Background: an optimization exercise with open tools, aiming at small area and a short achievable clock period. Do not read the settings as production practice.
In this exercise RTL edits were held to simulation tests only and were not proved equivalent to the original.

==> flow/design.v <==
module mult_gen_0 (
    input  signed [11:0] A,
    input  signed [11:0] B,
    output signed [23:0] P
);
assign P = A * B;
endmodule
module ZeroParallel (
    input clk,
    input rst,
    input  [11:0] Xin,
    output [20:0] Xout  
);
reg signed [11:0] Xin_d;
reg signed [11:0] Xin_Reg [6:0];
wire signed [11:0] coe[3:0];
assign coe[0]= 9'd26 ;
assign coe[1]= 9'd129;
assign coe[2]= 9'd316;
assign coe[3]= 9'd478;
always @(posedge clk or posedge rst) begin:yiwei
    integer i,j;
    if(rst) begin
        Xin_d <= 'd0;
        for(i = 0;i<7;i=i+1 ) begin
            Xin_Reg[i] <= 'd0;
        end
    end
    else begin
        Xin_d <= Xin;                
        for(j = 0;j<6;j=j+1)begin
            Xin_Reg[j+1] <= Xin_Reg[j];
        end
        Xin_Reg[0] <= Xin_d;
    end
end
wire signed [12:0]Add_Reg [3:0];
assign Add_Reg[0]  = {Xin_d[11],Xin_d}+{Xin_Reg[6][11],Xin_Reg[6]};
assign Add_Reg[1]  = {Xin_Reg[0][11],Xin_Reg[0]}+{Xin_Reg[5][11],Xin_Reg[5]};
assign Add_Reg[2]  = {Xin_Reg[1][11],Xin_Reg[1]}+{Xin_Reg[4][11],Xin_Reg[4]};
assign Add_Reg[3]  = {Xin_Reg[2][11],Xin_Reg[2]}+{Xin_Reg[3][11],Xin_Reg[3]};
wire signed [20:0] Mult_Reg[3:0];
assign Mult_Reg[0] = Add_Reg[0] * coe[0]; 
assign Mult_Reg[1] = Add_Reg[1] * coe[1];
assign Mult_Reg[2] = Add_Reg[2] * coe[2];
assign Mult_Reg[3] = Add_Reg[3] * coe[3];
assign Xout = Mult_Reg[0]+Mult_Reg[1]+Mult_Reg[2]+Mult_Reg[3];
endmodule
module PoleParallel (
    input clk,
    input rst,
    input signed [11:0] Yin,
    output signed [25:0] Yout   
);
wire signed [11:0] coe[6:0];
wire signed [23:0] Mult_Reg[6:0];
assign coe[0]= 12'd272;
assign coe[1]= 12'd609;
assign coe[2]= 12'd250;
assign coe[3]= 12'd189;
assign coe[4]= 12'd49;
assign coe[5]= 12'd13;
assign coe[6]= 12'd1;
reg signed [11:0] Yin_Reg [6:0];
always @(posedge clk or posedge rst) begin:Y_pole
    integer m,n;
    if(rst) begin
        for (m = 0; m<7; m=m+1) begin
            Yin_Reg[m] <= 'd0;
        end
    end
    else begin
        for (n = 0; n<6; n=n+1) begin
            Yin_Reg[n+1] <= Yin_Reg[n];
        end
        Yin_Reg[0] <= Yin;
    end
end
genvar h;
generate
    for (h = 0; h<7; h=h+1) begin
        mult_gen_0 u0 (
        .A(Yin_Reg[h]),   
        .B(coe[h]),   
        .P(Mult_Reg[h])   
        );
    end
endgenerate
assign Yout = {{2{Mult_Reg[0][23]}},Mult_Reg[0]} 
            + {{2{Mult_Reg[1][23]}},Mult_Reg[1]}
            + {{2{Mult_Reg[2][23]}},Mult_Reg[2]}
            + {{2{Mult_Reg[3][23]}},Mult_Reg[3]}
            + {{2{Mult_Reg[4][23]}},Mult_Reg[4]}
            + {{2{Mult_Reg[5][23]}},Mult_Reg[5]}
            + {{2{Mult_Reg[6][23]}},Mult_Reg[6]};       
endmodule
`timescale 1ns / 1ps
module iir_filter(
    input clk,
    input rst,
    input signed [11:0] signal_i,
    output signed [11:0] signal_o 
    );
wire signed [11:0] Xin;   
wire signed [20:0] Xout; 
assign Xin = signal_i;
ZeroParallel ZeroParallel_initial (
    .clk (clk),
    .rst (rst),
    .Xin (Xin),
    .Xout(Xout)  
);
wire signed [11:0] Yin;
wire signed [25:0] Yout;
PoleParallel PoleParallel_initial (
    .clk  (clk),
    .rst  (rst),
    .Yin  (Yin),
    .Yout (Yout)  
);
wire signed [25:0] Ysum;
wire signed [25:0] Ydiv;
assign Ysum = {{5{Xout[20]}},Xout}-Yout;
assign Ydiv = {{9{Ysum[25]}},Ysum[25:9]};
assign Yin = rst?12'd0:Ydiv[11:0];
assign signal_o = Yin;
endmodule
==> flow/run.sh <==
#!/bin/bash
# synth_recipe.tcl (not shown) runs the flow's synth.tcl, then flattens the netlist and writes it again
# the make line also repeats each setting of config.mk as NAME=value (left out here)
make -C /OpenROAD-flow-scripts/flow DESIGN_CONFIG=/design/flow/config.mk WORK_HOME=/design/flow/orfs CLKGATE_MAP_FILE= SYNTH_SCRIPT=/design/flow/synth_recipe.tcl finish
==> flow/config.mk <==
export PLATFORM = sky130hd
export DESIGN_NAME = iir_filter
export DESIGN_NICKNAME = iir_filter
export VERILOG_FILES = /design/flow/design.v
export SDC_FILE = /design/flow/constraint.sdc
export NUM_CORES = 4
export LEC_CHECK = 0
export CAP_MARGIN = 20
export CORE_MARGIN = 2
export CORE_UTILIZATION = 40
export PLACE_DENSITY = 0.6
export SLEW_MARGIN = 20
==> flow/constraint.sdc <==
create_clock -name core_clock -period 14.5 [get_ports {clk}]
set_input_delay 2.9000 -clock core_clock [delete_from_list [all_inputs] [get_ports {clk}]]
set_output_delay 2.9000 -clock core_clock [all_outputs]
set_load 0.01 [all_outputs]
==> summary.md, run 1 <==
| Metric | Value |
|---|---|
| Clk cell area share | `0.0206` |
| Post-synth top cells | `inv_1, ha_1, fa_1` |
| Mux cell area share after synthesis | `0.000730` |
| Worst Setup EP | `signal_o[11]` |
| Net Count, Synth | `3607` |
| WL/cell | `16.5 µm` |
| End of the worst register-to-register path | `PoleParallel_initial.Yin_Reg[0][11]` |
| Inverters | `794` |
| Final Non-Filler Cells | `3613` |
| Commonest cells after routing, fill and taps aside | `inv_1, ha_1, fa_1` |
| Most numerous cell in the Yosys netlist | `inv_1` |
| Final Cell Area | `30100 µm²` |
| Number of global-route vias before repair | `19.4k` |
| Crit. End Element | `output port` |
| Syn-to-layout area delta | `9.66%` |
| Die area | `70700 µm²` |
| Yosys cell types | `67` |
| CTS Buf Count | `17` |
| Top cell type's share of synthesized area | `0.320` |
| Slew Limit Fails | `0` |
| Max-Cap Viols | `0` |
| Non-CTS buffers | `74` |
| Ys Warns | `5` |
| Status | `complete, no violations` |
| First-pass GRT wire length | `100000 µm` |
| Post-DP HPWL | `52200 µm` |
| FF+latch count | `180` |
| Cells on worst reg2reg path | `42` |
| CP max FO | `4` |
| Multi-input gates | `1648` |
| Post-Synthesis Cells | `2628` |
| Hold EP | `ZeroParallel_initial.Xin_Reg[2][11]` |
| Synth area leader | `fa_1` |
| Antenna violations before repair | `1` |
| Final Hold Fails | `0` |
==> inputs of run 2 (changes only) <==
==> flow/design.v (replaced) <==
module iir_filter(
    input clk,
    input rst,
    input signed [11:0] signal_i,
    output signed [11:0] signal_o
    );
reg [11:0] yr, y1, y2, y3, y4, y5;    
reg [11:0] x1, x2, x3, x4, x5, x6;    
reg [20:0] q;
wire [12:0] p1 = {x1[11], x1} + {x4[11], x4};
wire [12:0] p2 = {x2[11], x2} + {x3[11], x3};
wire ya1, ya2;
iir_fa uya1 (.a(q[3]), .b(signal_i[0]), .c(signal_i[2]), .s(ya1), .co(ya2));
wire ya3, ya4;
assign ya3 = ~(q[4] ^ ~yr[0]);
assign ya4 = q[4] | ~yr[0];
wire ya5, ya6;
iir_fa uya5 (.a(ya3), .b(signal_i[0]), .c(signal_i[1]), .s(ya5), .co(ya6));
wire ya7, ya8;
iir_fa uya7 (.a(signal_i[3]), .b(ya2), .c(ya5), .s(ya7), .co(ya8));
wire ya9, ya10;
iir_fa uya9 (.a(q[5]), .b(~yr[1]), .c(ya4), .s(ya9), .co(ya10));
wire ya11, ya12;
iir_fa uya11 (.a(ya9), .b(signal_i[1]), .c(signal_i[2]), .s(ya11), .co(ya12));
wire ya13, ya14;
iir_fa uya13 (.a(signal_i[4]), .b(ya6), .c(ya11), .s(ya13), .co(ya14));
wire ya15, ya16;
iir_fa uya15 (.a(q[6]), .b(~yr[2]), .c(ya10), .s(ya15), .co(ya16));
wire ya17, ya18;
iir_fa uya17 (.a(ya15), .b(signal_i[2]), .c(signal_i[3]), .s(ya17), .co(ya18));
wire ya19, ya20;
iir_fa uya19 (.a(signal_i[5]), .b(ya12), .c(ya17), .s(ya19), .co(ya20));
wire ya21, ya22;
iir_fa uya21 (.a(q[7]), .b(~yr[3]), .c(ya16), .s(ya21), .co(ya22));
wire ya23, ya24;
iir_fa uya23 (.a(ya21), .b(signal_i[3]), .c(signal_i[4]), .s(ya23), .co(ya24));
wire ya25, ya26;
iir_fa uya25 (.a(signal_i[6]), .b(ya18), .c(ya23), .s(ya25), .co(ya26));
wire ya27, ya28;
assign ya27 = ~(q[8] ^ ~yr[0]);
assign ya28 = q[8] | ~yr[0];
wire ya29, ya30;
iir_fa uya29 (.a(~yr[4]), .b(ya27), .c(ya22), .s(ya29), .co(ya30));
wire ya31, ya32;
iir_fa uya31 (.a(ya29), .b(signal_i[4]), .c(signal_i[5]), .s(ya31), .co(ya32));
wire ya33, ya34;
iir_fa uya33 (.a(signal_i[7]), .b(ya24), .c(ya31), .s(ya33), .co(ya34));
wire ya35, ya36;
iir_fa uya35 (.a(~q[9]), .b(yr[1]), .c(yr[5]), .s(ya35), .co(ya36));
wire ya37, ya38;
iir_fa uya37 (.a(ya28), .b(~ya35), .c(ya30), .s(ya37), .co(ya38));
wire ya39, ya40;
iir_fa uya39 (.a(ya37), .b(signal_i[5]), .c(signal_i[6]), .s(ya39), .co(ya40));
wire ya41, ya42;
iir_fa uya41 (.a(signal_i[8]), .b(ya32), .c(ya39), .s(ya41), .co(ya42));
wire ya43, ya44;
iir_fa uya43 (.a(yr[2]), .b(yr[6]), .c(ya36), .s(ya43), .co(ya44));
wire ya45, ya46;
iir_fa uya45 (.a(q[10]), .b(ya38), .c(signal_i[6]), .s(ya45), .co(ya46));
wire ya47, ya48;
iir_fa uya47 (.a(signal_i[7]), .b(signal_i[9]), .c(ya40), .s(ya47), .co(ya48));
wire ya49, ya50;
iir_fa uya49 (.a(ya45), .b(ya42), .c(ya47), .s(ya49), .co(ya50));
wire ya51, ya52;
iir_fa uya51 (.a(~q[11]), .b(yr[3]), .c(yr[7]), .s(ya51), .co(ya52));
wire ya53, ya54;
iir_fa uya53 (.a(signal_i[7]), .b(signal_i[8]), .c(signal_i[10]), .s(ya53), .co(ya54));
wire ya55, ya56;
iir_fa uya55 (.a(ya46), .b(ya53), .c(ya48), .s(ya55), .co(ya56));
wire ya57, ya58;
iir_fa uya57 (.a(ya51), .b(ya44), .c(~ya55), .s(ya57), .co(ya58));
wire ya59, ya60;
assign ya59 = ~(q[12] ^ ~yr[4]);
assign ya60 = q[12] | ~yr[4];
wire ya61, ya62;
iir_fa uya61 (.a(yr[8]), .b(~ya59), .c(ya52), .s(ya61), .co(ya62));
wire ya63, ya64;
iir_fa uya63 (.a(signal_i[8]), .b(signal_i[9]), .c(ya54), .s(ya63), .co(ya64));
wire ya65, ya66;
iir_fa uya65 (.a(ya61), .b(signal_i[11]), .c(~ya63), .s(ya65), .co(ya66));
wire ya67, ya68;
iir_fa uya67 (.a(~ya56), .b(ya65), .c(ya58), .s(ya67), .co(ya68));
wire ya69, ya70;
assign ya69 = ~(q[13] ^ ~yr[5]);
assign ya70 = q[13] | ~yr[5];
wire ya71, ya72;
iir_fa uya71 (.a(~yr[9]), .b(ya60), .c(ya69), .s(ya71), .co(ya72));
wire ya73, ya74;
iir_fa uya73 (.a(ya71), .b(signal_i[9]), .c(signal_i[10]), .s(ya73), .co(ya74));
wire ya75, ya76;
iir_fa uya75 (.a(~ya62), .b(ya73), .c(ya64), .s(ya75), .co(ya76));
wire ya77, ya78;
iir_fa uya77 (.a(~ya75), .b(ya66), .c(ya68), .s(ya77), .co(ya78));
wire ya79, ya80;
iir_fa uya79 (.a(~q[14]), .b(yr[6]), .c(yr[10]), .s(ya79), .co(ya80));
wire ya81, ya82;
iir_fa uya81 (.a(ya70), .b(~ya79), .c(ya72), .s(ya81), .co(ya82));
wire ya83, ya84;
iir_fa uya83 (.a(ya81), .b(signal_i[10]), .c(ya74), .s(ya83), .co(ya84));
wire ya85, ya86;
iir_fa uya85 (.a(~signal_i[11]), .b(ya83), .c(ya76), .s(ya85), .co(ya86));
wire ya87, ya88;
assign ya87 = ~(q[15] ^ ~yr[7]);
assign ya88 = q[15] | ~yr[7];
wire ya89, ya90;
iir_fa uya89 (.a(yr[11]), .b(ya87), .c(~ya80), .s(ya89), .co(ya90));
wire ya91, ya92;
iir_fa uya91 (.a(ya89), .b(ya82), .c(~signal_i[11]), .s(ya91), .co(ya92));
wire ya93, ya94;
iir_fa uya93 (.a(ya91), .b(ya84), .c(ya86), .s(ya93), .co(ya94));
wire ya95, ya96;
iir_fa uya95 (.a(q[16]), .b(~yr[8]), .c(ya88), .s(ya95), .co(ya96));
wire ya97, ya98;
iir_fa uya97 (.a(ya95), .b(ya90), .c(ya92), .s(ya97), .co(ya98));
wire ya99, ya100;
assign ya99 = ~(q[17] ^ ~yr[9]);
assign ya100 = q[17] | ~yr[9];
wire ya101, ya102;
iir_fa uya101 (.a(ya99), .b(ya96), .c(ya98), .s(ya101), .co(ya102));
wire ya103, ya104;
assign ya103 = ~(q[18] ^ ~yr[10]);
assign ya104 = q[18] | ~yr[10];
wire ya105, ya106;
iir_fa uya105 (.a(ya100), .b(ya103), .c(ya102), .s(ya105), .co(ya106));
wire ya107, ya108;
iir_fa uya107 (.a(q[19]), .b(yr[11]), .c(ya104), .s(ya107), .co(ya108));
wire ya109, ya110;
assign ya109 = ~(q[20] ^ ya108);
assign ya110 = q[20] | ya108;
wire [20:0] ysum = {ya109, ya106, ya105, ya101, ya94, ya93, ~ya78, ~ya77, ~ya67, ya50, ~ya43, ya34, ya26, ya20, ya14, ya8, ya7, ya1, q[2], q[1], q[0]} + {1'b0, ya107, 1'b0, 1'b0, ya97, 1'b0, ya85, 1'b0, 1'b0, ~ya57, ya49, ya41, ya33, ya25, ya19, ya13, 1'b0, 1'b0, signal_i[1], signal_i[0], 1'b0};
wire qa1, qa2;
assign qa1 = ~(x5[0] ^ ~yr[0]);
assign qa2 = x5[0] | ~yr[0];
wire qa3, qa4;
iir_fa uqa3 (.a(y2[0]), .b(y3[0]), .c(y4[0]), .s(qa3), .co(qa4));
wire qa5, qa6;
iir_fa uqa5 (.a(y5[0]), .b(~qa1), .c(qa3), .s(qa5), .co(qa6));
wire qa7, qa8;
assign qa7 = ~(x5[1] ^ x6[0]);
assign qa8 = x5[1] | x6[0];
wire qa9, qa10;
iir_fa uqa9 (.a(yr[1]), .b(y2[1]), .c(y3[1]), .s(qa9), .co(qa10));
wire qa11, qa12;
iir_fa uqa11 (.a(y1[0]), .b(qa2), .c(qa7), .s(qa11), .co(qa12));
wire qa13, qa14;
iir_fa uqa13 (.a(y4[1]), .b(y5[1]), .c(qa4), .s(qa13), .co(qa14));
wire qa15, qa16;
iir_fa uqa15 (.a(qa9), .b(qa6), .c(qa13), .s(qa15), .co(qa16));
wire qa17, qa18;
iir_fa uqa17 (.a(~qa11), .b(p2[0]), .c(qa15), .s(qa17), .co(qa18));
wire qa19, qa20;
assign qa19 = ~(x5[2] ^ x6[1]);
assign qa20 = x5[2] | x6[1];
wire qa21, qa22;
iir_fa uqa21 (.a(yr[2]), .b(y2[2]), .c(y3[2]), .s(qa21), .co(qa22));
wire qa23, qa24;
iir_fa uqa23 (.a(y1[0]), .b(y1[1]), .c(y2[0]), .s(qa23), .co(qa24));
wire qa25, qa26;
iir_fa uqa25 (.a(y4[0]), .b(y4[2]), .c(y5[2]), .s(qa25), .co(qa26));
wire qa27, qa28;
iir_fa uqa27 (.a(qa8), .b(qa19), .c(qa23), .s(qa27), .co(qa28));
wire qa29, qa30;
iir_fa uqa29 (.a(qa10), .b(qa21), .c(qa25), .s(qa29), .co(qa30));
wire qa31, qa32;
iir_fa uqa31 (.a(qa14), .b(qa29), .c(p1[0]), .s(qa31), .co(qa32));
wire qa33, qa34;
iir_fa uqa33 (.a(p2[1]), .b(qa16), .c(qa31), .s(qa33), .co(qa34));
wire qa35, qa36;
iir_fa uqa35 (.a(qa12), .b(qa27), .c(~qa18), .s(qa35), .co(qa36));
wire qa37, qa38;
iir_fa uqa37 (.a(~qa33), .b(qa35), .c(signal_i[2]), .s(qa37), .co(qa38));
wire qa39, qa40;
iir_fa uqa39 (.a(x5[3]), .b(x6[0]), .c(x6[2]), .s(qa39), .co(qa40));
wire qa41, qa42;
iir_fa uqa41 (.a(yr[3]), .b(y2[3]), .c(y3[3]), .s(qa41), .co(qa42));
wire qa43, qa44;
iir_fa uqa43 (.a(y1[1]), .b(y1[2]), .c(y2[1]), .s(qa43), .co(qa44));
wire qa45, qa46;
iir_fa uqa45 (.a(y4[0]), .b(y4[1]), .c(y4[3]), .s(qa45), .co(qa46));
wire qa47, qa48;
iir_fa uqa47 (.a(y5[3]), .b(qa22), .c(qa26), .s(qa47), .co(qa48));
wire qa49, qa50;
iir_fa uqa49 (.a(qa20), .b(qa24), .c(qa39), .s(qa49), .co(qa50));
wire qa51, qa52;
iir_fa uqa51 (.a(qa41), .b(qa45), .c(qa30), .s(qa51), .co(qa52));
wire qa53, qa54;
iir_fa uqa53 (.a(qa43), .b(qa28), .c(qa49), .s(qa53), .co(qa54));
wire qa55, qa56;
iir_fa uqa55 (.a(qa47), .b(p1[1]), .c(p2[2]), .s(qa55), .co(qa56));
wire qa57, qa58;
iir_fa uqa57 (.a(qa51), .b(qa32), .c(qa55), .s(qa57), .co(qa58));
wire qa59, qa60;
iir_fa uqa59 (.a(qa53), .b(~qa34), .c(qa36), .s(qa59), .co(qa60));
wire qa61, qa62;
iir_fa uqa61 (.a(qa59), .b(signal_i[3]), .c(qa38), .s(qa61), .co(qa62));
wire qa63, qa64;
iir_fa uqa63 (.a(x5[4]), .b(x6[0]), .c(x6[1]), .s(qa63), .co(qa64));
wire qa65, qa66;
iir_fa uqa65 (.a(x6[3]), .b(y1[2]), .c(y1[3]), .s(qa65), .co(qa66));
wire qa67, qa68;
iir_fa uqa67 (.a(yr[4]), .b(y2[4]), .c(y3[0]), .s(qa67), .co(qa68));
wire qa69, qa70;
iir_fa uqa69 (.a(y3[4]), .b(y4[1]), .c(y4[2]), .s(qa69), .co(qa70));
wire qa71, qa72;
iir_fa uqa71 (.a(y2[2]), .b(qa40), .c(qa44), .s(qa71), .co(qa72));
wire qa73, qa74;
iir_fa uqa73 (.a(y4[4]), .b(y5[4]), .c(qa42), .s(qa73), .co(qa74));
wire qa75, qa76;
iir_fa uqa75 (.a(qa46), .b(qa67), .c(qa69), .s(qa75), .co(qa76));
wire qa77, qa78;
iir_fa uqa77 (.a(qa63), .b(qa65), .c(qa50), .s(qa77), .co(qa78));
wire qa79, qa80;
iir_fa uqa79 (.a(qa48), .b(qa73), .c(qa75), .s(qa79), .co(qa80));
wire qa81, qa82;
iir_fa uqa81 (.a(p1[2]), .b(p2[3]), .c(qa52), .s(qa81), .co(qa82));
wire qa83, qa84;
iir_fa uqa83 (.a(qa71), .b(qa77), .c(qa54), .s(qa83), .co(qa84));
wire qa85, qa86;
iir_fa uqa85 (.a(qa79), .b(qa56), .c(qa81), .s(qa85), .co(qa86));
wire qa87, qa88;
iir_fa uqa87 (.a(~qa83), .b(qa58), .c(qa85), .s(qa87), .co(qa88));
wire qa89, qa90;
iir_fa uqa89 (.a(qa60), .b(~qa87), .c(signal_i[4]), .s(qa89), .co(qa90));
wire qa91, qa92;
iir_fa uqa91 (.a(x5[5]), .b(x6[1]), .c(x6[2]), .s(qa91), .co(qa92));
wire qa93, qa94;
iir_fa uqa93 (.a(x6[4]), .b(y1[3]), .c(y1[4]), .s(qa93), .co(qa94));
wire qa95, qa96;
iir_fa uqa95 (.a(yr[0]), .b(yr[5]), .c(y2[5]), .s(qa95), .co(qa96));
wire qa97, qa98;
iir_fa uqa97 (.a(y3[0]), .b(y3[1]), .c(y3[5]), .s(qa97), .co(qa98));
wire qa99, qa100;
iir_fa uqa99 (.a(y4[2]), .b(y4[3]), .c(y4[5]), .s(qa99), .co(qa100));
wire qa101, qa102;
iir_fa uqa101 (.a(y2[3]), .b(qa64), .c(qa66), .s(qa101), .co(qa102));
wire qa103, qa104;
iir_fa uqa103 (.a(y5[5]), .b(qa68), .c(qa70), .s(qa103), .co(qa104));
wire qa105, qa106;
iir_fa uqa105 (.a(qa95), .b(qa97), .c(qa99), .s(qa105), .co(qa106));
wire qa107, qa108;
iir_fa uqa107 (.a(qa91), .b(qa93), .c(qa72), .s(qa107), .co(qa108));
wire qa109, qa110;
iir_fa uqa109 (.a(qa74), .b(qa76), .c(qa103), .s(qa109), .co(qa110));
wire qa111, qa112;
iir_fa uqa111 (.a(qa105), .b(p1[3]), .c(p2[0]), .s(qa111), .co(qa112));
wire qa113, qa114;
iir_fa uqa113 (.a(qa101), .b(qa78), .c(qa107), .s(qa113), .co(qa114));
wire qa115, qa116;
iir_fa uqa115 (.a(p2[4]), .b(qa109), .c(qa80), .s(qa115), .co(qa116));
wire qa117, qa118;
iir_fa uqa117 (.a(qa82), .b(qa111), .c(qa115), .s(qa117), .co(qa118));
wire qa119, qa120;
iir_fa uqa119 (.a(qa86), .b(qa117), .c(qa88), .s(qa119), .co(qa120));
wire qa121, qa122;
iir_fa uqa121 (.a(qa84), .b(qa113), .c(signal_i[5]), .s(qa121), .co(qa122));
wire qa123, qa124;
iir_fa uqa123 (.a(~qa119), .b(qa90), .c(qa121), .s(qa123), .co(qa124));
wire qa125, qa126;
iir_fa uqa125 (.a(x5[6]), .b(x6[2]), .c(x6[3]), .s(qa125), .co(qa126));
wire qa127, qa128;
iir_fa uqa127 (.a(x6[5]), .b(y1[4]), .c(y1[5]), .s(qa127), .co(qa128));
wire qa129, qa130;
iir_fa uqa129 (.a(yr[0]), .b(yr[1]), .c(yr[6]), .s(qa129), .co(qa130));
wire qa131, qa132;
iir_fa uqa131 (.a(y2[0]), .b(y2[6]), .c(y3[1]), .s(qa131), .co(qa132));
wire qa133, qa134;
iir_fa uqa133 (.a(y3[2]), .b(y3[6]), .c(y4[3]), .s(qa133), .co(qa134));
wire qa135, qa136;
iir_fa uqa135 (.a(y4[4]), .b(y4[6]), .c(y5[6]), .s(qa135), .co(qa136));
wire qa137, qa138;
iir_fa uqa137 (.a(y2[4]), .b(qa92), .c(qa94), .s(qa137), .co(qa138));
wire qa139, qa140;
iir_fa uqa139 (.a(qa96), .b(qa98), .c(qa100), .s(qa139), .co(qa140));
wire qa141, qa142;
iir_fa uqa141 (.a(qa129), .b(qa131), .c(qa133), .s(qa141), .co(qa142));
wire qa143, qa144;
iir_fa uqa143 (.a(qa125), .b(qa127), .c(qa102), .s(qa143), .co(qa144));
wire qa145, qa146;
iir_fa uqa145 (.a(qa135), .b(qa104), .c(qa106), .s(qa145), .co(qa146));
wire qa147, qa148;
iir_fa uqa147 (.a(qa137), .b(p1[0]), .c(qa108), .s(qa147), .co(qa148));
wire qa149, qa150;
iir_fa uqa149 (.a(qa139), .b(qa141), .c(p1[4]), .s(qa149), .co(qa150));
wire qa151, qa152;
iir_fa uqa151 (.a(p2[1]), .b(p2[5]), .c(qa110), .s(qa151), .co(qa152));
wire qa153, qa154;
iir_fa uqa153 (.a(qa143), .b(qa114), .c(qa147), .s(qa153), .co(qa154));
wire qa155, qa156;
iir_fa uqa155 (.a(qa145), .b(qa112), .c(qa149), .s(qa155), .co(qa156));
wire qa157, qa158;
iir_fa uqa157 (.a(qa116), .b(qa151), .c(qa155), .s(qa157), .co(qa158));
wire qa159, qa160;
iir_fa uqa159 (.a(qa118), .b(qa157), .c(qa120), .s(qa159), .co(qa160));
wire qa161, qa162;
iir_fa uqa161 (.a(qa153), .b(signal_i[6]), .c(qa122), .s(qa161), .co(qa162));
wire qa163, qa164;
iir_fa uqa163 (.a(~qa159), .b(qa124), .c(qa161), .s(qa163), .co(qa164));
wire qa165, qa166;
assign qa165 = ~(x5[0] ^ x5[7]);
assign qa166 = x5[0] | x5[7];
wire qa167, qa168;
iir_fa uqa167 (.a(x6[3]), .b(x6[4]), .c(x6[6]), .s(qa167), .co(qa168));
wire qa169, qa170;
iir_fa uqa169 (.a(yr[1]), .b(yr[2]), .c(yr[7]), .s(qa169), .co(qa170));
wire qa171, qa172;
iir_fa uqa171 (.a(y1[5]), .b(y1[6]), .c(y2[5]), .s(qa171), .co(qa172));
wire qa173, qa174;
iir_fa uqa173 (.a(y2[0]), .b(y2[1]), .c(y2[7]), .s(qa173), .co(qa174));
wire qa175, qa176;
iir_fa uqa175 (.a(y3[2]), .b(y3[3]), .c(y3[7]), .s(qa175), .co(qa176));
wire qa177, qa178;
iir_fa uqa177 (.a(y4[4]), .b(y4[5]), .c(y4[7]), .s(qa177), .co(qa178));
wire qa179, qa180;
iir_fa uqa179 (.a(y5[7]), .b(qa130), .c(qa132), .s(qa179), .co(qa180));
wire qa181, qa182;
iir_fa uqa181 (.a(qa165), .b(qa126), .c(qa128), .s(qa181), .co(qa182));
wire qa183, qa184;
iir_fa uqa183 (.a(qa134), .b(qa136), .c(qa169), .s(qa183), .co(qa184));
wire qa185, qa186;
iir_fa uqa185 (.a(qa173), .b(qa175), .c(qa177), .s(qa185), .co(qa186));
wire qa187, qa188;
iir_fa uqa187 (.a(qa167), .b(qa171), .c(qa138), .s(qa187), .co(qa188));
wire qa189, qa190;
iir_fa uqa189 (.a(qa140), .b(qa142), .c(qa179), .s(qa189), .co(qa190));
wire qa191, qa192;
iir_fa uqa191 (.a(qa181), .b(p1[1]), .c(qa144), .s(qa191), .co(qa192));
wire qa193, qa194;
iir_fa uqa193 (.a(qa183), .b(qa185), .c(p1[5]), .s(qa193), .co(qa194));
wire qa195, qa196;
iir_fa uqa195 (.a(p2[2]), .b(p2[6]), .c(qa146), .s(qa195), .co(qa196));
wire qa197, qa198;
iir_fa uqa197 (.a(qa187), .b(qa148), .c(qa191), .s(qa197), .co(qa198));
wire qa199, qa200;
iir_fa uqa199 (.a(qa189), .b(qa150), .c(qa152), .s(qa199), .co(qa200));
wire qa201, qa202;
iir_fa uqa201 (.a(qa193), .b(qa195), .c(qa156), .s(qa201), .co(qa202));
wire qa203, qa204;
iir_fa uqa203 (.a(qa199), .b(qa158), .c(qa201), .s(qa203), .co(qa204));
wire qa205, qa206;
iir_fa uqa205 (.a(qa154), .b(qa197), .c(signal_i[0]), .s(qa205), .co(qa206));
wire qa207, qa208;
iir_fa uqa207 (.a(signal_i[7]), .b(qa205), .c(qa162), .s(qa207), .co(qa208));
wire qa209, qa210;
iir_fa uqa209 (.a(qa203), .b(qa160), .c(~qa207), .s(qa209), .co(qa210));
wire qa211, qa212;
iir_fa uqa211 (.a(x5[1]), .b(x5[8]), .c(x6[4]), .s(qa211), .co(qa212));
wire qa213, qa214;
iir_fa uqa213 (.a(x6[5]), .b(x6[7]), .c(y1[6]), .s(qa213), .co(qa214));
wire qa215, qa216;
iir_fa uqa215 (.a(yr[2]), .b(yr[3]), .c(yr[8]), .s(qa215), .co(qa216));
wire qa217, qa218;
iir_fa uqa217 (.a(y1[0]), .b(y2[1]), .c(y2[2]), .s(qa217), .co(qa218));
wire qa219, qa220;
iir_fa uqa219 (.a(y2[8]), .b(y3[3]), .c(y3[4]), .s(qa219), .co(qa220));
wire qa221, qa222;
iir_fa uqa221 (.a(y3[8]), .b(y4[5]), .c(y4[6]), .s(qa221), .co(qa222));
wire qa223, qa224;
iir_fa uqa223 (.a(y1[7]), .b(y2[6]), .c(qa166), .s(qa223), .co(qa224));
wire qa225, qa226;
iir_fa uqa225 (.a(y4[8]), .b(y5[8]), .c(qa170), .s(qa225), .co(qa226));
wire qa227, qa228;
iir_fa uqa227 (.a(qa174), .b(qa176), .c(qa178), .s(qa227), .co(qa228));
wire qa229, qa230;
iir_fa uqa229 (.a(qa168), .b(qa172), .c(qa211), .s(qa229), .co(qa230));
wire qa231, qa232;
iir_fa uqa231 (.a(qa215), .b(qa217), .c(qa219), .s(qa231), .co(qa232));
wire qa233, qa234;
iir_fa uqa233 (.a(qa213), .b(qa223), .c(qa182), .s(qa233), .co(qa234));
wire qa235, qa236;
iir_fa uqa235 (.a(qa221), .b(qa180), .c(qa184), .s(qa235), .co(qa236));
wire qa237, qa238;
iir_fa uqa237 (.a(qa186), .b(qa225), .c(qa227), .s(qa237), .co(qa238));
wire qa239, qa240;
iir_fa uqa239 (.a(qa229), .b(p1[0]), .c(p1[2]), .s(qa239), .co(qa240));
wire qa241, qa242;
iir_fa uqa241 (.a(qa231), .b(p1[6]), .c(p2[3]), .s(qa241), .co(qa242));
wire qa243, qa244;
iir_fa uqa243 (.a(p2[7]), .b(qa190), .c(qa235), .s(qa243), .co(qa244));
wire qa245, qa246;
iir_fa uqa245 (.a(qa188), .b(qa233), .c(qa192), .s(qa245), .co(qa246));
wire qa247, qa248;
iir_fa uqa247 (.a(qa237), .b(qa194), .c(qa196), .s(qa247), .co(qa248));
wire qa249, qa250;
iir_fa uqa249 (.a(qa239), .b(qa198), .c(qa245), .s(qa249), .co(qa250));
wire qa251, qa252;
iir_fa uqa251 (.a(qa241), .b(qa243), .c(qa200), .s(qa251), .co(qa252));
wire qa253, qa254;
iir_fa uqa253 (.a(qa247), .b(qa202), .c(qa251), .s(qa253), .co(qa254));
wire qa255, qa256;
iir_fa uqa255 (.a(qa249), .b(signal_i[1]), .c(signal_i[8]), .s(qa255), .co(qa256));
wire qa257, qa258;
iir_fa uqa257 (.a(qa204), .b(qa253), .c(~qa206), .s(qa257), .co(qa258));
wire qa259, qa260;
iir_fa uqa259 (.a(qa255), .b(~qa257), .c(qa208), .s(qa259), .co(qa260));
wire qa261, qa262;
iir_fa uqa261 (.a(x5[2]), .b(x5[9]), .c(x6[5]), .s(qa261), .co(qa262));
wire qa263, qa264;
iir_fa uqa263 (.a(x6[6]), .b(x6[8]), .c(y1[7]), .s(qa263), .co(qa264));
wire qa265, qa266;
iir_fa uqa265 (.a(yr[0]), .b(yr[3]), .c(yr[4]), .s(qa265), .co(qa266));
wire qa267, qa268;
iir_fa uqa267 (.a(yr[9]), .b(y1[1]), .c(y2[2]), .s(qa267), .co(qa268));
wire qa269, qa270;
iir_fa uqa269 (.a(y2[3]), .b(y2[9]), .c(y3[4]), .s(qa269), .co(qa270));
wire qa271, qa272;
iir_fa uqa271 (.a(y3[5]), .b(y3[9]), .c(y4[6]), .s(qa271), .co(qa272));
wire qa273, qa274;
iir_fa uqa273 (.a(y4[7]), .b(y4[9]), .c(y5[9]), .s(qa273), .co(qa274));
wire qa275, qa276;
iir_fa uqa275 (.a(y1[8]), .b(y2[7]), .c(qa212), .s(qa275), .co(qa276));
wire qa277, qa278;
iir_fa uqa277 (.a(qa216), .b(qa218), .c(qa220), .s(qa277), .co(qa278));
wire qa279, qa280;
iir_fa uqa279 (.a(qa214), .b(qa261), .c(qa263), .s(qa279), .co(qa280));
wire qa281, qa282;
iir_fa uqa281 (.a(qa222), .b(qa265), .c(qa267), .s(qa281), .co(qa282));
wire qa283, qa284;
iir_fa uqa283 (.a(qa269), .b(qa271), .c(qa273), .s(qa283), .co(qa284));
wire qa285, qa286;
iir_fa uqa285 (.a(qa224), .b(qa230), .c(qa275), .s(qa285), .co(qa286));
wire qa287, qa288;
iir_fa uqa287 (.a(qa226), .b(qa228), .c(qa232), .s(qa287), .co(qa288));
wire qa289, qa290;
iir_fa uqa289 (.a(qa277), .b(qa281), .c(qa283), .s(qa289), .co(qa290));
wire qa291, qa292;
iir_fa uqa291 (.a(qa279), .b(p1[1]), .c(p1[3]), .s(qa291), .co(qa292));
wire qa293, qa294;
iir_fa uqa293 (.a(p1[7]), .b(p2[4]), .c(p2[8]), .s(qa293), .co(qa294));
wire qa295, qa296;
iir_fa uqa295 (.a(p2[0]), .b(qa234), .c(qa285), .s(qa295), .co(qa296));
wire qa297, qa298;
iir_fa uqa297 (.a(qa236), .b(qa238), .c(qa287), .s(qa297), .co(qa298));
wire qa299, qa300;
iir_fa uqa299 (.a(qa289), .b(qa242), .c(qa293), .s(qa299), .co(qa300));
wire qa301, qa302;
iir_fa uqa301 (.a(qa240), .b(qa291), .c(qa295), .s(qa301), .co(qa302));
wire qa303, qa304;
iir_fa uqa303 (.a(qa244), .b(qa297), .c(qa248), .s(qa303), .co(qa304));
wire qa305, qa306;
iir_fa uqa305 (.a(qa246), .b(qa301), .c(qa250), .s(qa305), .co(qa306));
wire qa307, qa308;
iir_fa uqa307 (.a(qa299), .b(qa252), .c(qa303), .s(qa307), .co(qa308));
wire qa309, qa310;
iir_fa uqa309 (.a(signal_i[2]), .b(signal_i[9]), .c(qa305), .s(qa309), .co(qa310));
wire qa311, qa312;
iir_fa uqa311 (.a(qa254), .b(qa307), .c(qa258), .s(qa311), .co(qa312));
wire qa313, qa314;
iir_fa uqa313 (.a(qa256), .b(qa309), .c(qa260), .s(qa313), .co(qa314));
wire qa315, qa316;
assign qa315 = ~(x5[3] ^ x5[10]);
assign qa316 = x5[3] | x5[10];
wire qa317, qa318;
iir_fa uqa317 (.a(x6[6]), .b(x6[7]), .c(x6[9]), .s(qa317), .co(qa318));
wire qa319, qa320;
iir_fa uqa319 (.a(yr[1]), .b(yr[4]), .c(yr[5]), .s(qa319), .co(qa320));
wire qa321, qa322;
iir_fa uqa321 (.a(yr[10]), .b(y1[2]), .c(y2[3]), .s(qa321), .co(qa322));
wire qa323, qa324;
iir_fa uqa323 (.a(y1[8]), .b(y1[9]), .c(y2[8]), .s(qa323), .co(qa324));
wire qa325, qa326;
iir_fa uqa325 (.a(y2[4]), .b(y2[10]), .c(y3[5]), .s(qa325), .co(qa326));
wire qa327, qa328;
iir_fa uqa327 (.a(y3[6]), .b(y3[10]), .c(y4[7]), .s(qa327), .co(qa328));
wire qa329, qa330;
iir_fa uqa329 (.a(y4[8]), .b(y4[10]), .c(y5[10]), .s(qa329), .co(qa330));
wire qa331, qa332;
iir_fa uqa331 (.a(qa315), .b(qa262), .c(qa264), .s(qa331), .co(qa332));
wire qa333, qa334;
iir_fa uqa333 (.a(qa266), .b(qa268), .c(qa270), .s(qa333), .co(qa334));
wire qa335, qa336;
iir_fa uqa335 (.a(qa272), .b(qa274), .c(qa319), .s(qa335), .co(qa336));
wire qa337, qa338;
iir_fa uqa337 (.a(qa321), .b(qa325), .c(qa327), .s(qa337), .co(qa338));
wire qa339, qa340;
iir_fa uqa339 (.a(qa317), .b(qa323), .c(qa276), .s(qa339), .co(qa340));
wire qa341, qa342;
iir_fa uqa341 (.a(qa329), .b(qa278), .c(qa282), .s(qa341), .co(qa342));
wire qa343, qa344;
iir_fa uqa343 (.a(qa284), .b(qa333), .c(qa335), .s(qa343), .co(qa344));
wire qa345, qa346;
iir_fa uqa345 (.a(qa280), .b(qa331), .c(p1[2]), .s(qa345), .co(qa346));
wire qa347, qa348;
iir_fa uqa347 (.a(qa337), .b(p1[8]), .c(p2[5]), .s(qa347), .co(qa348));
wire qa349, qa350;
iir_fa uqa349 (.a(p1[4]), .b(p2[1]), .c(qa286), .s(qa349), .co(qa350));
wire qa351, qa352;
iir_fa uqa351 (.a(p2[9]), .b(qa288), .c(qa341), .s(qa351), .co(qa352));
wire qa353, qa354;
iir_fa uqa353 (.a(qa290), .b(qa343), .c(qa294), .s(qa353), .co(qa354));
wire qa355, qa356;
iir_fa uqa355 (.a(qa339), .b(qa292), .c(qa345), .s(qa355), .co(qa356));
wire qa357, qa358;
iir_fa uqa357 (.a(qa347), .b(qa298), .c(qa351), .s(qa357), .co(qa358));
wire qa359, qa360;
iir_fa uqa359 (.a(qa296), .b(qa349), .c(qa355), .s(qa359), .co(qa360));
wire qa361, qa362;
iir_fa uqa361 (.a(qa300), .b(qa353), .c(qa357), .s(qa361), .co(qa362));
wire qa363, qa364;
iir_fa uqa363 (.a(qa302), .b(qa359), .c(signal_i[3]), .s(qa363), .co(qa364));
wire qa365, qa366;
iir_fa uqa365 (.a(qa304), .b(qa361), .c(qa308), .s(qa365), .co(qa366));
wire qa367, qa368;
iir_fa uqa367 (.a(signal_i[10]), .b(qa306), .c(qa363), .s(qa367), .co(qa368));
wire qa369, qa370;
iir_fa uqa369 (.a(qa310), .b(~qa365), .c(qa367), .s(qa369), .co(qa370));
wire qa371, qa372;
iir_fa uqa371 (.a(~qa312), .b(qa369), .c(qa314), .s(qa371), .co(qa372));
wire qa373, qa374;
assign qa373 = ~(x5[4] ^ ~x5[11]);
assign qa374 = x5[4] | ~x5[11];
wire qa375, qa376;
iir_fa uqa375 (.a(x6[7]), .b(x6[8]), .c(x6[10]), .s(qa375), .co(qa376));
wire qa377, qa378;
iir_fa uqa377 (.a(yr[2]), .b(yr[5]), .c(yr[6]), .s(qa377), .co(qa378));
wire qa379, qa380;
iir_fa uqa379 (.a(yr[11]), .b(y1[9]), .c(y1[10]), .s(qa379), .co(qa380));
wire qa381, qa382;
iir_fa uqa381 (.a(y1[3]), .b(y2[4]), .c(y2[5]), .s(qa381), .co(qa382));
wire qa383, qa384;
iir_fa uqa383 (.a(y2[9]), .b(y2[11]), .c(y3[11]), .s(qa383), .co(qa384));
wire qa385, qa386;
iir_fa uqa385 (.a(y3[6]), .b(y3[7]), .c(y4[8]), .s(qa385), .co(qa386));
wire qa387, qa388;
iir_fa uqa387 (.a(y4[11]), .b(y5[11]), .c(qa316), .s(qa387), .co(qa388));
wire qa389, qa390;
iir_fa uqa389 (.a(y4[9]), .b(qa320), .c(qa322), .s(qa389), .co(qa390));
wire qa391, qa392;
iir_fa uqa391 (.a(qa373), .b(qa318), .c(qa324), .s(qa391), .co(qa392));
wire qa393, qa394;
iir_fa uqa393 (.a(qa326), .b(qa328), .c(qa330), .s(qa393), .co(qa394));
wire qa395, qa396;
iir_fa uqa395 (.a(qa375), .b(qa379), .c(qa383), .s(qa395), .co(qa396));
wire qa397, qa398;
iir_fa uqa397 (.a(qa377), .b(qa381), .c(qa385), .s(qa397), .co(qa398));
wire qa399, qa400;
iir_fa uqa399 (.a(qa387), .b(qa332), .c(qa391), .s(qa399), .co(qa400));
wire qa401, qa402;
iir_fa uqa401 (.a(qa334), .b(qa336), .c(qa338), .s(qa401), .co(qa402));
wire qa403, qa404;
iir_fa uqa403 (.a(qa389), .b(qa393), .c(qa397), .s(qa403), .co(qa404));
wire qa405, qa406;
iir_fa uqa405 (.a(qa395), .b(p1[3]), .c(p1[5]), .s(qa405), .co(qa406));
wire qa407, qa408;
iir_fa uqa407 (.a(p1[9]), .b(p2[6]), .c(p2[10]), .s(qa407), .co(qa408));
wire qa409, qa410;
iir_fa uqa409 (.a(p2[2]), .b(qa340), .c(qa399), .s(qa409), .co(qa410));
wire qa411, qa412;
iir_fa uqa411 (.a(qa342), .b(qa401), .c(qa344), .s(qa411), .co(qa412));
wire qa413, qa414;
iir_fa uqa413 (.a(qa403), .b(qa348), .c(qa407), .s(qa413), .co(qa414));
wire qa415, qa416;
iir_fa uqa415 (.a(qa346), .b(qa350), .c(qa405), .s(qa415), .co(qa416));
wire qa417, qa418;
iir_fa uqa417 (.a(qa352), .b(qa411), .c(qa354), .s(qa417), .co(qa418));
wire qa419, qa420;
iir_fa uqa419 (.a(qa409), .b(qa356), .c(qa415), .s(qa419), .co(qa420));
wire qa421, qa422;
iir_fa uqa421 (.a(qa413), .b(qa358), .c(qa417), .s(qa421), .co(qa422));
wire qa423, qa424;
iir_fa uqa423 (.a(qa360), .b(qa419), .c(signal_i[4]), .s(qa423), .co(qa424));
wire qa425, qa426;
iir_fa uqa425 (.a(qa362), .b(signal_i[11]), .c(qa421), .s(qa425), .co(qa426));
wire qa427, qa428;
iir_fa uqa427 (.a(qa364), .b(qa423), .c(qa368), .s(qa427), .co(qa428));
wire qa429, qa430;
iir_fa uqa429 (.a(qa366), .b(qa425), .c(~qa370), .s(qa429), .co(qa430));
wire qa431, qa432;
iir_fa uqa431 (.a(qa427), .b(~qa429), .c(qa372), .s(qa431), .co(qa432));
wire qa433, qa434;
iir_fa uqa433 (.a(x5[5]), .b(x6[8]), .c(x6[9]), .s(qa433), .co(qa434));
wire qa435, qa436;
iir_fa uqa435 (.a(x6[11]), .b(yr[3]), .c(yr[6]), .s(qa435), .co(qa436));
wire qa437, qa438;
iir_fa uqa437 (.a(yr[7]), .b(y1[4]), .c(y1[11]), .s(qa437), .co(qa438));
wire qa439, qa440;
iir_fa uqa439 (.a(y2[5]), .b(y2[6]), .c(y3[7]), .s(qa439), .co(qa440));
wire qa441, qa442;
iir_fa uqa441 (.a(y3[8]), .b(y4[9]), .c(y4[10]), .s(qa441), .co(qa442));
wire qa443, qa444;
iir_fa uqa443 (.a(y1[10]), .b(y2[10]), .c(qa374), .s(qa443), .co(qa444));
wire qa445, qa446;
iir_fa uqa445 (.a(qa376), .b(qa380), .c(qa384), .s(qa445), .co(qa446));
wire qa447, qa448;
iir_fa uqa447 (.a(qa378), .b(qa382), .c(qa386), .s(qa447), .co(qa448));
wire qa449, qa450;
iir_fa uqa449 (.a(qa435), .b(qa437), .c(qa439), .s(qa449), .co(qa450));
wire qa451, qa452;
iir_fa uqa451 (.a(qa433), .b(qa388), .c(qa443), .s(qa451), .co(qa452));
wire qa453, qa454;
iir_fa uqa453 (.a(qa441), .b(qa390), .c(qa394), .s(qa453), .co(qa454));
wire qa455, qa456;
iir_fa uqa455 (.a(qa392), .b(qa396), .c(qa445), .s(qa455), .co(qa456));
wire qa457, qa458;
iir_fa uqa457 (.a(qa398), .b(qa447), .c(qa449), .s(qa457), .co(qa458));
wire qa459, qa460;
iir_fa uqa459 (.a(qa451), .b(p1[4]), .c(p1[6]), .s(qa459), .co(qa460));
wire qa461, qa462;
iir_fa uqa461 (.a(p1[10]), .b(p2[7]), .c(p2[11]), .s(qa461), .co(qa462));
wire qa463, qa464;
iir_fa uqa463 (.a(p2[3]), .b(qa400), .c(qa455), .s(qa463), .co(qa464));
wire qa465, qa466;
iir_fa uqa465 (.a(qa402), .b(qa453), .c(qa404), .s(qa465), .co(qa466));
wire qa467, qa468;
iir_fa uqa467 (.a(qa457), .b(qa408), .c(qa461), .s(qa467), .co(qa468));
wire qa469, qa470;
iir_fa uqa469 (.a(qa406), .b(qa459), .c(qa410), .s(qa469), .co(qa470));
wire qa471, qa472;
iir_fa uqa471 (.a(qa412), .b(qa465), .c(qa414), .s(qa471), .co(qa472));
wire qa473, qa474;
iir_fa uqa473 (.a(qa463), .b(qa416), .c(qa469), .s(qa473), .co(qa474));
wire qa475, qa476;
iir_fa uqa475 (.a(qa467), .b(qa418), .c(qa471), .s(qa475), .co(qa476));
wire qa477, qa478;
iir_fa uqa477 (.a(qa420), .b(qa473), .c(signal_i[5]), .s(qa477), .co(qa478));
wire qa479, qa480;
iir_fa uqa479 (.a(qa422), .b(qa475), .c(qa426), .s(qa479), .co(qa480));
wire qa481, qa482;
iir_fa uqa481 (.a(qa424), .b(qa477), .c(qa428), .s(qa481), .co(qa482));
wire qa483, qa484;
iir_fa uqa483 (.a(qa479), .b(qa430), .c(~qa481), .s(qa483), .co(qa484));
wire qa485, qa486;
assign qa485 = ~(x5[6] ^ x6[9]);
assign qa486 = x5[6] | x6[9];
wire qa487, qa488;
iir_fa uqa487 (.a(yr[4]), .b(yr[7]), .c(yr[8]), .s(qa487), .co(qa488));
wire qa489, qa490;
iir_fa uqa489 (.a(y1[5]), .b(y1[11]), .c(y2[6]), .s(qa489), .co(qa490));
wire qa491, qa492;
iir_fa uqa491 (.a(y2[7]), .b(y2[11]), .c(y3[8]), .s(qa491), .co(qa492));
wire qa493, qa494;
iir_fa uqa493 (.a(x6[10]), .b(y4[11]), .c(qa485), .s(qa493), .co(qa494));
wire qa495, qa496;
iir_fa uqa495 (.a(y3[9]), .b(y4[10]), .c(qa436), .s(qa495), .co(qa496));
wire qa497, qa498;
iir_fa uqa497 (.a(qa438), .b(qa440), .c(qa442), .s(qa497), .co(qa498));
wire qa499, qa500;
iir_fa uqa499 (.a(qa487), .b(qa489), .c(qa491), .s(qa499), .co(qa500));
wire qa501, qa502;
iir_fa uqa501 (.a(qa434), .b(qa444), .c(qa493), .s(qa501), .co(qa502));
wire qa503, qa504;
iir_fa uqa503 (.a(qa448), .b(qa450), .c(qa495), .s(qa503), .co(qa504));
wire qa505, qa506;
iir_fa uqa505 (.a(qa446), .b(qa452), .c(qa501), .s(qa505), .co(qa506));
wire qa507, qa508;
iir_fa uqa507 (.a(qa497), .b(qa499), .c(p1[11]), .s(qa507), .co(qa508));
wire qa509, qa510;
iir_fa uqa509 (.a(p1[5]), .b(p1[7]), .c(p2[4]), .s(qa509), .co(qa510));
wire qa511, qa512;
iir_fa uqa511 (.a(p2[8]), .b(qa454), .c(qa503), .s(qa511), .co(qa512));
wire qa513, qa514;
iir_fa uqa513 (.a(p2[12]), .b(qa456), .c(qa460), .s(qa513), .co(qa514));
wire qa515, qa516;
iir_fa uqa515 (.a(qa458), .b(qa462), .c(qa507), .s(qa515), .co(qa516));
wire qa517, qa518;
iir_fa uqa517 (.a(qa505), .b(qa509), .c(qa464), .s(qa517), .co(qa518));
wire qa519, qa520;
iir_fa uqa519 (.a(qa466), .b(qa511), .c(qa468), .s(qa519), .co(qa520));
wire qa521, qa522;
iir_fa uqa521 (.a(qa513), .b(qa470), .c(qa517), .s(qa521), .co(qa522));
wire qa523, qa524;
iir_fa uqa523 (.a(qa515), .b(qa472), .c(qa519), .s(qa523), .co(qa524));
wire qa525, qa526;
iir_fa uqa525 (.a(qa474), .b(qa521), .c(signal_i[6]), .s(qa525), .co(qa526));
wire qa527, qa528;
iir_fa uqa527 (.a(qa476), .b(qa523), .c(~qa478), .s(qa527), .co(qa528));
wire qa529, qa530;
iir_fa uqa529 (.a(~qa525), .b(qa527), .c(qa480), .s(qa529), .co(qa530));
wire qa531, qa532;
iir_fa uqa531 (.a(qa529), .b(~qa482), .c(qa484), .s(qa531), .co(qa532));
wire qa533, qa534;
assign qa533 = ~(x5[7] ^ x6[10]);
assign qa534 = x5[7] | x6[10];
wire qa535, qa536;
iir_fa uqa535 (.a(x6[11]), .b(yr[5]), .c(yr[8]), .s(qa535), .co(qa536));
wire qa537, qa538;
iir_fa uqa537 (.a(yr[9]), .b(y1[6]), .c(y2[7]), .s(qa537), .co(qa538));
wire qa539, qa540;
iir_fa uqa539 (.a(y2[8]), .b(y3[9]), .c(y3[10]), .s(qa539), .co(qa540));
wire qa541, qa542;
iir_fa uqa541 (.a(y4[11]), .b(qa486), .c(qa533), .s(qa541), .co(qa542));
wire qa543, qa544;
iir_fa uqa543 (.a(qa488), .b(qa490), .c(qa492), .s(qa543), .co(qa544));
wire qa545, qa546;
iir_fa uqa545 (.a(qa535), .b(qa537), .c(qa539), .s(qa545), .co(qa546));
wire qa547, qa548;
iir_fa uqa547 (.a(qa496), .b(qa498), .c(qa500), .s(qa547), .co(qa548));
wire qa549, qa550;
iir_fa uqa549 (.a(qa494), .b(qa541), .c(qa502), .s(qa549), .co(qa550));
wire qa551, qa552;
iir_fa uqa551 (.a(qa543), .b(qa545), .c(p2[9]), .s(qa551), .co(qa552));
wire qa553, qa554;
iir_fa uqa553 (.a(p1[6]), .b(p1[8]), .c(p1[12]), .s(qa553), .co(qa554));
wire qa555, qa556;
iir_fa uqa555 (.a(p2[5]), .b(qa549), .c(qa506), .s(qa555), .co(qa556));
wire qa557, qa558;
iir_fa uqa557 (.a(qa504), .b(qa547), .c(qa508), .s(qa557), .co(qa558));
wire qa559, qa560;
iir_fa uqa559 (.a(qa510), .b(qa553), .c(qa514), .s(qa559), .co(qa560));
wire qa561, qa562;
iir_fa uqa561 (.a(qa551), .b(qa512), .c(qa516), .s(qa561), .co(qa562));
wire qa563, qa564;
iir_fa uqa563 (.a(qa555), .b(qa518), .c(qa559), .s(qa563), .co(qa564));
wire qa565, qa566;
iir_fa uqa565 (.a(qa557), .b(qa520), .c(qa561), .s(qa565), .co(qa566));
wire qa567, qa568;
iir_fa uqa567 (.a(qa522), .b(signal_i[7]), .c(qa563), .s(qa567), .co(qa568));
wire qa569, qa570;
iir_fa uqa569 (.a(qa524), .b(qa565), .c(qa528), .s(qa569), .co(qa570));
wire qa571, qa572;
iir_fa uqa571 (.a(qa526), .b(qa567), .c(~qa569), .s(qa571), .co(qa572));
wire qa573, qa574;
iir_fa uqa573 (.a(qa530), .b(~qa571), .c(qa532), .s(qa573), .co(qa574));
wire qa575, qa576;
iir_fa uqa575 (.a(x6[11]), .b(yr[6]), .c(yr[9]), .s(qa575), .co(qa576));
wire qa577, qa578;
iir_fa uqa577 (.a(yr[10]), .b(y1[7]), .c(y2[8]), .s(qa577), .co(qa578));
wire qa579, qa580;
iir_fa uqa579 (.a(x5[8]), .b(y3[11]), .c(qa534), .s(qa579), .co(qa580));
wire qa581, qa582;
iir_fa uqa581 (.a(y2[9]), .b(y3[10]), .c(qa536), .s(qa581), .co(qa582));
wire qa583, qa584;
iir_fa uqa583 (.a(qa538), .b(qa540), .c(qa575), .s(qa583), .co(qa584));
wire qa585, qa586;
iir_fa uqa585 (.a(qa577), .b(qa544), .c(qa546), .s(qa585), .co(qa586));
wire qa587, qa588;
iir_fa uqa587 (.a(qa542), .b(qa579), .c(p1[7]), .s(qa587), .co(qa588));
wire qa589, qa590;
iir_fa uqa589 (.a(qa581), .b(qa583), .c(p2[10]), .s(qa589), .co(qa590));
wire qa591, qa592;
iir_fa uqa591 (.a(p1[9]), .b(p2[6]), .c(qa550), .s(qa591), .co(qa592));
wire qa593, qa594;
iir_fa uqa593 (.a(qa548), .b(qa585), .c(qa552), .s(qa593), .co(qa594));
wire qa595, qa596;
iir_fa uqa595 (.a(qa554), .b(qa587), .c(qa556), .s(qa595), .co(qa596));
wire qa597, qa598;
iir_fa uqa597 (.a(qa589), .b(qa558), .c(qa593), .s(qa597), .co(qa598));
wire qa599, qa600;
iir_fa uqa599 (.a(qa591), .b(qa560), .c(qa595), .s(qa599), .co(qa600));
wire qa601, qa602;
iir_fa uqa601 (.a(qa562), .b(qa597), .c(qa566), .s(qa601), .co(qa602));
wire qa603, qa604;
iir_fa uqa603 (.a(signal_i[8]), .b(qa564), .c(qa599), .s(qa603), .co(qa604));
wire qa605, qa606;
iir_fa uqa605 (.a(qa568), .b(~qa601), .c(qa603), .s(qa605), .co(qa606));
wire qa607, qa608;
iir_fa uqa607 (.a(qa605), .b(~qa570), .c(qa572), .s(qa607), .co(qa608));
wire qa609, qa610;
assign qa609 = ~(x5[9] ^ ~yr[7]);
assign qa610 = x5[9] | ~yr[7];
wire qa611, qa612;
iir_fa uqa611 (.a(yr[10]), .b(y1[8]), .c(y2[9]), .s(qa611), .co(qa612));
wire qa613, qa614;
iir_fa uqa613 (.a(yr[11]), .b(y3[11]), .c(qa609), .s(qa613), .co(qa614));
wire qa615, qa616;
iir_fa uqa615 (.a(y2[10]), .b(qa576), .c(qa578), .s(qa615), .co(qa616));
wire qa617, qa618;
iir_fa uqa617 (.a(qa611), .b(qa582), .c(qa584), .s(qa617), .co(qa618));
wire qa619, qa620;
iir_fa uqa619 (.a(qa580), .b(qa613), .c(p1[8]), .s(qa619), .co(qa620));
wire qa621, qa622;
iir_fa uqa621 (.a(qa615), .b(p2[11]), .c(qa586), .s(qa621), .co(qa622));
wire qa623, qa624;
iir_fa uqa623 (.a(p1[10]), .b(p2[7]), .c(qa588), .s(qa623), .co(qa624));
wire qa625, qa626;
iir_fa uqa625 (.a(qa617), .b(qa590), .c(qa621), .s(qa625), .co(qa626));
wire qa627, qa628;
iir_fa uqa627 (.a(qa619), .b(qa592), .c(qa623), .s(qa627), .co(qa628));
wire qa629, qa630;
iir_fa uqa629 (.a(qa594), .b(qa625), .c(qa598), .s(qa629), .co(qa630));
wire qa631, qa632;
iir_fa uqa631 (.a(qa596), .b(qa627), .c(signal_i[9]), .s(qa631), .co(qa632));
wire qa633, qa634;
iir_fa uqa633 (.a(qa600), .b(qa631), .c(qa604), .s(qa633), .co(qa634));
wire qa635, qa636;
iir_fa uqa635 (.a(qa629), .b(qa602), .c(~qa606), .s(qa635), .co(qa636));
wire qa637, qa638;
iir_fa uqa637 (.a(qa633), .b(~qa635), .c(qa608), .s(qa637), .co(qa638));
wire qa639, qa640;
iir_fa uqa639 (.a(x5[10]), .b(yr[11]), .c(y2[11]), .s(qa639), .co(qa640));
wire qa641, qa642;
iir_fa uqa641 (.a(yr[8]), .b(y1[9]), .c(y2[10]), .s(qa641), .co(qa642));
wire qa643, qa644;
iir_fa uqa643 (.a(qa610), .b(qa639), .c(qa614), .s(qa643), .co(qa644));
wire qa645, qa646;
iir_fa uqa645 (.a(qa612), .b(qa641), .c(qa616), .s(qa645), .co(qa646));
wire qa647, qa648;
iir_fa uqa647 (.a(qa643), .b(p1[9]), .c(p1[11]), .s(qa647), .co(qa648));
wire qa649, qa650;
iir_fa uqa649 (.a(p2[8]), .b(p2[12]), .c(qa620), .s(qa649), .co(qa650));
wire qa651, qa652;
iir_fa uqa651 (.a(qa618), .b(qa645), .c(qa622), .s(qa651), .co(qa652));
wire qa653, qa654;
iir_fa uqa653 (.a(qa647), .b(qa624), .c(qa649), .s(qa653), .co(qa654));
wire qa655, qa656;
iir_fa uqa655 (.a(qa628), .b(qa653), .c(signal_i[10]), .s(qa655), .co(qa656));
wire qa657, qa658;
iir_fa uqa657 (.a(qa626), .b(qa651), .c(qa630), .s(qa657), .co(qa658));
wire qa659, qa660;
iir_fa uqa659 (.a(qa632), .b(qa655), .c(qa634), .s(qa659), .co(qa660));
wire qa661, qa662;
iir_fa uqa661 (.a(qa657), .b(qa636), .c(~qa659), .s(qa661), .co(qa662));
wire qa663, qa664;
assign qa663 = ~(~x5[11] ^ ~yr[9]);
assign qa664 = ~x5[11] | ~yr[9];
wire qa665, qa666;
iir_fa uqa665 (.a(y2[11]), .b(qa663), .c(qa640), .s(qa665), .co(qa666));
wire qa667, qa668;
iir_fa uqa667 (.a(y1[10]), .b(qa642), .c(p1[12]), .s(qa667), .co(qa668));
wire qa669, qa670;
iir_fa uqa669 (.a(qa665), .b(qa644), .c(p1[10]), .s(qa669), .co(qa670));
wire qa671, qa672;
iir_fa uqa671 (.a(p2[9]), .b(qa648), .c(qa669), .s(qa671), .co(qa672));
wire qa673, qa674;
iir_fa uqa673 (.a(qa646), .b(qa667), .c(qa652), .s(qa673), .co(qa674));
wire qa675, qa676;
iir_fa uqa675 (.a(qa650), .b(qa671), .c(qa654), .s(qa675), .co(qa676));
wire qa677, qa678;
iir_fa uqa677 (.a(qa673), .b(signal_i[11]), .c(qa658), .s(qa677), .co(qa678));
wire qa679, qa680;
iir_fa uqa679 (.a(qa675), .b(qa656), .c(qa660), .s(qa679), .co(qa680));
wire qa681, qa682;
iir_fa uqa681 (.a(qa677), .b(qa662), .c(~qa679), .s(qa681), .co(qa682));
wire qa683, qa684;
assign qa683 = ~(~yr[10] ^ y1[11]);
assign qa684 = ~yr[10] | y1[11];
wire qa685, qa686;
iir_fa uqa685 (.a(qa664), .b(qa683), .c(qa666), .s(qa685), .co(qa686));
wire qa687, qa688;
iir_fa uqa687 (.a(p1[11]), .b(p2[10]), .c(qa685), .s(qa687), .co(qa688));
wire qa689, qa690;
iir_fa uqa689 (.a(qa670), .b(qa687), .c(qa672), .s(qa689), .co(qa690));
wire qa691, qa692;
iir_fa uqa691 (.a(qa668), .b(qa674), .c(~qa689), .s(qa691), .co(qa692));
wire qa693, qa694;
iir_fa uqa693 (.a(~qa676), .b(qa691), .c(qa678), .s(qa693), .co(qa694));
wire qa695, qa696;
iir_fa uqa695 (.a(qa693), .b(~qa680), .c(qa682), .s(qa695), .co(qa696));
wire qa697, qa698;
assign qa697 = ~(yr[11] ^ qa684);
assign qa698 = yr[11] | qa684;
wire qa699, qa700;
iir_fa uqa699 (.a(qa697), .b(p2[11]), .c(qa686), .s(qa699), .co(qa700));
wire qa701, qa702;
iir_fa uqa701 (.a(~p1[12]), .b(qa688), .c(qa699), .s(qa701), .co(qa702));
wire qa703, qa704;
iir_fa uqa703 (.a(qa701), .b(qa690), .c(~qa692), .s(qa703), .co(qa704));
wire qa705, qa706;
iir_fa uqa705 (.a(~qa703), .b(qa694), .c(qa696), .s(qa705), .co(qa706));
wire [20:0] qsum = {~qa705, ~qa695, ~qa681, qa638, qa637, ~qa574, ~qa573, ~qa531, qa432, qa431, qa371, ~qa311, ~qa210, qa164, qa163, qa123, qa62, ~qa57, qa37, signal_i[1], signal_i[0]} + {1'b0, 1'b0, 1'b0, ~qa661, 1'b0, qa607, 1'b0, 1'b0, ~qa483, 1'b0, 1'b0, qa313, qa259, ~qa209, 1'b0, 1'b0, qa89, qa61, 1'b0, ~qa17, ~qa5};
always @(posedge clk or posedge rst) begin
    if (rst) begin
        yr <= 12'd0; y1 <= 12'd0; y2 <= 12'd0; y3 <= 12'd0; y4 <= 12'd0; y5 <= 12'd0;
        x1 <= 12'd0; x2 <= 12'd0; x3 <= 12'd0; x4 <= 12'd0; x5 <= 12'd0; x6 <= 12'd0;
        q <= 21'd0;
    end else begin
        yr <= ysum[20:9]; y1 <= yr; y2 <= y1; y3 <= y2; y4 <= y3; y5 <= y4;
        x1 <= signal_i; x2 <= x1; x3 <= x2; x4 <= x3; x5 <= x4; x6 <= x5;
        q <= qsum;
    end
end
assign signal_o = rst ? 12'd0 : yr;
endmodule
module iir_fa(input a, input b, input c, output s, output co);
assign s = a ^ b ^ c;
assign co = (a & b) | (c & (a ^ b));
endmodule
--- a/flow/config.mk
+++ b/flow/config.mk
@@ -12 +12,2 @@
 export SLEW_MARGIN = 20
+export SYNTH_HIERARCHICAL = 1
==> run 2 against run 1 <==
Against the previous run: sequential share of layout area up 10 points; register-to-register slack gained 2.9 ns; global-route usage increased by 1.4 points; final area decreased by 46%; area after synthesis is 47% lower; count of clock-buffer cells in the layout is 2 higher; still clean on timing, DRC and antenna.
==> summary.md, run 2 <==
| Metric | Value |
|---|---|
| CTS Buf Count | `17 (unchanged)` |
| GPL Wtd Cong | `0.879` |
| Clk pin slew, worst setup/hold paths | `0.07 ns` |
| Ys Warns | `7 (+2)` |
| Syn-to-layout area delta | `10.3%` |
| CP max FO | `4 (unchanged)` |
| First-pass GRT wire length | `53700 µm (-46%)` |
| Rel. slew slack | `0.298` |
| H-tree depth | `4` |
| Final Hold Fails | `0 (unchanged)` |
| Commonest cells after routing, fill and taps aside | `fa_1, dfrtp_1, inv_1` |
| Slew Limit Fails | `0 (unchanged)` |
| Die height | `196 µm` |
| WL/cell | `22.2 µm (+34%)` |
| Crit. End Element | `flip-flop` |
| Via count | `7544` |
| Synth area leader | `fa_1` |
| Status | `complete, no violations` |
| Post-DP HPWL | `28000 µm (-46%)` |
| End of the worst register-to-register path | `q[20]` |
| Hold EP | `x2[0]` |
| Yosys cell types | `41 (-39%)` |
| Die area | `38200 µm² (-46%)` |
| Worst path slowest cell | `fa_1` |
| Cells on worst reg2reg path | `25 (-40%)` |
| Final Net Count | `1493` |
| Top cell type's share of synthesized area | `0.533 (+0.214)` |
| Worst-Margin Slew | `1.05 ns` |
| Share of cells above drive strength 1 | `0.0472` |
| # IOs | `26` |
| Asr flop ratio synth | `1.00` |
| Setup Skew | `0.0103 ns` |
| Antenna violations before repair | `1 (unchanged)` |
| Net Count, Synth | `1441 (-60%)` |
| Max-Cap Viols | `0 (unchanged)` |
| EDFF count, synth | `0` |
| Most numerous cell in the Yosys netlist | `fa_1` |
| Endpoints failing setup | `0` |
| Post-Synthesis Cells | `974 (-63%)` |
| Final ANT Viol Nets | `0` |
| Post-synth top cells | `fa_1, dfrtp_1, inv_1` |
| Filler cell count | `3187` |
| Number of global-route vias before repair | `8865 (-54%)` |
[run 2: cell count changes after synthesis, moves of 20 or more]
| cell | delta |
|---|---|
| fa_1 | -47 |
| ha_1 | -465 |
| o21ai_1 | -24 |
| o21bai_1 | -20 |
| a21o_1 | -27 |
| nand2_1 | -37 |
| xnor2_1 | -103 |
| a21oi_1 | -60 |
| o21ai_0 | -24 |
| xor2_1 | -30 |
| inv_1 | -668 |
| nor2_1 | -36 |
[run 2: layout make-up]
cell class	instances	area, µm²	share of cell area
clock buffer	20	457	0.0282
clock inverter	12	145	0.00897
inverter	125	474	0.0293
multi-input combinational	684	10100	0.624
sequential	164	4100	0.254
tap	468	586	0.0362
timing repair buffer	34	318	0.0196
[run 2: layer usage]
metal	track usage	vias up	wire [µm]
met1	0.267	4210	14100
li1	-	3147	-
met2	0.329	153	17300
met4	0.0639	0	907
met5	0	-	0
met3	0.0280	34	1190
[run 2: worst max path at each step]
stage                startpoint     to  slack (ns)  cells after the start
floorplan                   rst  q[10]        6.97                      2
global placement    signal_i[5]  q[20]        6.59                     15
detailed placement  signal_i[5]  q[20]        6.55                     15
CTS                       x2[0]  q[20]        6.70                     25
global route              x1[0]  q[20]        6.25                     25
finish                    x2[0]  q[20]        6.73                     25
[run 2: worst max-delay path, delay by kind of cell, from the launching register on]
family	cells	cell delay (ns)
XOR/XNOR	1	0.13
buffers and inverters	2	0.29
flip-flops	1	0.38
AND/OR/NAND/NOR	4	0.98
adder cells (fa/ha/maj)	11	4.40
AO/OA/AOI/OAI	7	1.46
[run 2: cell families after synthesis]
family                   Yosys count  synth area share
AO/OA/AOI/OAI                     73            0.0352
XOR/XNOR                          47            0.0280
adder cells (fa/ha/maj)          453             0.586
buffers and inverters            126            0.0322
flip-flops                       164             0.280
multiplexers                       2           0.00136
AND/OR/NAND/NOR                  109            0.0373
[run 2: per-module statistics from Yosys, one instance, submodules excluded]
module	cells inside	flip-flops and latches
iir_fa	1	0
iir_filter	586	164
[run 2: through the flow]
stage                     setup WS, ns  hold slack [ns]  cells  area (µm²)
after floorplan                   6.97            0.354    974       14700
after global placement            6.59            0.365   1475       15600
after detailed placement          6.55            0.361   1475       15600
final                             6.73            0.381   1507       16200
after global routing              6.25            0.396   1507       16200
after CTS                         6.70            0.383   1507       16200

[port drivers added, routing unchanged]
The results above use ideal ports. As a check the final layouts listed here were re-extracted and re-timed, cells and wires unchanged. Step 1 (the two cells are an assumption about what drives the block):
set clk [get_ports {clk}]
set_driving_cell -lib_cell sky130_fd_sc_hd__clkbuf_16 $clk
set_driving_cell -lib_cell sky130_fd_sc_hd__buf_2 [delete_from_list [all_inputs] $clk]
Step 2 adds t to the input delays and takes it off the output delays; t is the mean of the earliest and latest rising clock arrival at the registers after step 1. Input paths then give back, and output paths get back, about the clock's delay inside the block. Slacks: no drivers / after step 1 / after step 2; pairs: no drivers / after step 1.
run | t, ns | slack for setup (ns) | hold slack, ns | worst setup path at the end | pins driven straight from the clock port
run 1 | 0.550 | 0.515 / 0.455 / 1.005 | 0.382 / 0.382 / 0.382 | register to output | 1
run 2 | 0.490 | 6.734 / 6.734 / 6.562 | 0.381 / 0.381 / 0.381 | input to register | 1
After both steps setup and hold are still met in every run listed. For run 2, which loses most, drivers alone change the setup slack by 0.000 ns; drivers and shift together by -0.172 ns.
